This is an optimization exercise on Yosys and OpenROAD, whose aim is small area, not a production implementation.
In this exercise RTL edits were held to simulation tests only and were not proved equivalent to the original.
The flow treats the clock pin as an ideal source. Dropping or thinning the clock tree relies on that and would not hold on a real chip.
Power figures rest on the tool's default switching activity, not on a simulated workload.

## intercepte
module intercepte
(
input clk50, reset,
input start, pause, fire,
input [NCHV-1:0] ChvCode,
output LEDGameOver,
output LEDPause1, LEDPause2,
output reg [SZGR-1:0] SR_GR,
output reg [SZRD-1:0] SR_RD,
output [6:0] DscM,
output [6:0] DscC,
output [6:0] DscD,
output [6:0] DscU,
output [6:0] DcrD,
output [6:0] DcrU
);
parameter SZRD = 18;
parameter SZGR = 8;
parameter NCHV = 8;
function [6:0] seg7;
	input [3:0] v;
	seg7 = {(~v[3] & ~v[2] & ~v[1]) | (v[2] & v[1] & v[0]),
	        (~v[2] & v[1]) | (~v[3] & ~v[2] & v[0]) | (v[1] & v[0]),
	        (v[2] & ~v[1]) | v[0],
	        (v[2] & ~v[1] & ~v[0]) | (~v[3] & ~v[2] & ~v[1] & v[0]) | (v[2] & v[1] & v[0]),
	        ~v[2] & v[1] & ~v[0],
	        (v[2] & v[1] & ~v[0]) | (v[2] & ~v[1] & v[0]),
	        (~v[3] & ~v[2] & ~v[1] & v[0]) | (v[2] & ~v[1] & ~v[0])};
endfunction
function [2:0] inc5;
	input [2:0] m;
	inc5 = {~((~m[2] & m[1]) | (~m[0])), (~m[1]) | (m[2] & m[0]), (~m[2])};
endfunction
function [2:0] dec5;
	input [2:0] m;
	dec5 = {(~m[0]), ~((m[1] & m[0])), (~m[1] & m[0]) | (m[2])};
endfunction
function is0;
	input [2:0] m;
	is0 = (~m[2] & ~m[0]);
endfunction
function is4;
	input [2:0] m;
	is4 = (m[1] & ~m[0]);
endfunction
function [6:0] seg7q;
	input h;
	input [2:0] m;
	seg7q = {(~h & ~m[2] & ~m[0]) | (~h & ~m[2] & m[1]) | (h & ~m[1] & m[0]),
	         ~((h & m[1]) | (~m[0])),
	         ~((~h & ~m[1]) | (h & m[1] & m[0])),
	         (~h & m[1] & ~m[0]) | (~h & ~m[2] & m[1]) | (h & ~m[1] & m[0]),
	         (~h & ~m[1] & m[0]),
	         ~((~h) | (~m[1] & m[0]) | (m[2])),
	         ~((h) | (~m[1]) | (m[2] & m[0]))};
endfunction
  ...
export LEC_CHECK = 0
export CAP_MARGIN = 20
export CORE_MARGIN = 2
export CORE_UTILIZATION = 70
export PLACE_DENSITY = 0.8
export SLEW_MARGIN = 20
create_clock -name core_clock -period 20.0 [get_ports {clk50}]
standard.sh (not shown) runs the stock make flow with config.mk's settings and CLKGATE_MAP_FILE= SYNTH_SCRIPT=/design/flow/synth_recipe.tcl, a recipe that flattens the netlist after the stock synthesis.
==> flow/flow/run.sh <==
#!/bin/bash
# ORFS layout through the standard.sh, with:
#  - synthesis: ORFS's script without the full-adder extraction and with an area-oriented
#    ABC script (registers are untouched: same passes, flattening and names);
#  - the smallest buffer (buf_1) on the ports;
#  - a small two-level clock tree (clock_tree.tcl, in place of TritonCTS's tree).
set -euo pipefail
here=$(pwd)
export ADDER_MAP_FILE=
export AREA_ABC_SCRIPT=$here/flow/area.abc
export BUFFER_PORTS_ARGS="-buffer_cell sky130_fd_sc_hd__buf_1"
export PRE_CTS_TCL=$here/flow/clock_tree.tcl
bash standard.sh SYNTH_SCRIPT=$here/flow/synth.tcl synth > synth.log 2>&1
bash standard.sh SYNTH_SCRIPT=$here/flow/synth.tcl finish > layout.log 2>&1
Other scripts of this flow, unchanged in this note and not shown: flow/flow/area.abc, flow/flow/clock_tree.tcl, flow/flow/synth.tcl
Then changed:
--- a/flow/design.v
+++ b/flow/design.v
@@ -84,41 +84,42 @@
 endfunction
 function w_m1n;
 	input [2:0] m;
 	w_m1n = (m[0]);
 endfunction
 function w_m0le1;
 	input [2:0] m;
 	w_m0le1 = ~((~m[1] & m[0]) | (m[2]));
 endfunction
 localparam [2:0] M1 = 3'b011, M4 = 3'b110;
-reg [4:0] tx_s, ty;
+reg [4:0] tx_s, ty_s;
 wire [4:0] tx = tx_s ^ 5'd24;
+wire [4:0] ty = ty_s ^ 5'd9;
 wire tick = tx[4] & tx[3];
 always @(posedge clk50 or negedge reset)
 begin
 	if (!reset)
 	begin
 		tx_s <= 5'd0;
-		ty <= 5'd0;
+		ty_s <= 5'd0;
 	end
 	else
 	begin
 		tx_s <= (tick ? 5'd0 : tx + 5'd1) ^ 5'd24;
 		if (tick)
-			ty <= (ty[4] & ty[1] & ty[0]) ? 5'd0 : ty + 5'd1;
+			ty_s <= ((ty[4] & ty[1] & ty[0]) ? 5'd0 : ty + 5'd1) ^ 5'd9;
 	end
 end
-wire ev_gr = tick & ty[0];
-wire ev_sc = tick & ~ty[0];
-wire ev_rd = tick & ty[1] & ~ty[0];
-wire ev_1  = tick & (ty[3:0] == 4'b1010);
+wire ev_gr = tick & ~ty[0];
+wire ev_sc = tick & ty[0];
+wire ev_rd = tick & ty[1] & ty[0];
+wire ev_1  = tick & ty[4] & ty[1] & ty[0];
 reg [1:0] es;
 always @(posedge clk50 or negedge reset)
 	if (!reset)
 		es <= 2'b00;
 	else
 		es <= {es[0], ~(es[0] | es[1])};
 function [6:0] p_step;
 	input [6:0] x;
 	p_step = {x[5:0], x[6] ^ x[5]};
 endfunction
@@ -350,16 +351,16 @@
 			if (b_3)
 			begin
 				m3 <= dec5(m3);
 				if (is0(m3)) h3 <= ~h3;
 			end
 			if (b_q) sq <= sq - 3'd1;
 		end
 	end
 wire inr = (sq == 3'd0);
 wire big = ~sq[2] & ~inr;
-wire [2:0] m_clamp = big ? 3'b110 : 3'b000;
+wire [2:0] m_clamp = big ? 3'b100 : 3'b000;
 assign DscM = seg7q(inr ? h3 : big, inr ? m3 : m_clamp);
 assign DscC = seg7q(inr ? h2 : big, inr ? m2 : m_clamp);
 assign DscD = seg7q(inr ? h1 : big, inr ? m1 : m_clamp);
 assign DscU = seg7q(inr ? h0 : big, inr ? m0 : m_clamp);
 endmodule
The changed run completed without violations.
Total power decreases by 0.53%.
Die area barely changes.
Final area went up by 0.40%.
Setup slack gains 330 ps.
Sequential power barely changes.
Routed wire length came out lower by 1.5%.
Utilization went up by 0.32 points.
Flip-flop and latch count stays the same.
Fmax went up by 4.9%.
Via count rises by 0.31%.
Sequential share of layout area fell by 0.19 points.
Global-route usage goes up by 0.21 points.
Hold slack improved by 6.8 ps.
No run of this note takes its clock network from TritonCTS; it comes from the design's own scripts or RTL.

what the ideal ports hide:
The results above use ideal ports. As a check the final layouts listed here were re-extracted and re-timed, cells and wires unchanged. Step 1 (the two cells are an assumption about what drives the block):
set clk [get_ports {clk50}]
set_driving_cell -lib_cell sky130_fd_sc_hd__clkbuf_16 $clk
set_driving_cell -lib_cell sky130_fd_sc_hd__buf_2 [delete_from_list [all_inputs] $clk]
Step 2, shift: input delay + t, output delay - t, t = (earliest + latest rising clock arrival at the registers) / 2. This alone moves slack from input paths to output paths. Slacks: ideal ports / drivers / drivers and shift; pairs: ideal ports / drivers.
run | t, ns | setup slack, ns | hold WS [ns] | slew at the worst register clock pin (ns) | pins driven straight from the clock port
the first run | 0.425 | 12.971 / 12.946 / 13.371 | 0.377 / 0.377 / 0.377 | 0.11 / 0.11 | 1
the second run | 0.430 | 13.301 / 13.273 / 13.703 | 0.384 / 0.384 / 0.384 | 0.11 / 0.11 | 1
After both steps setup and hold are still met in every run listed.
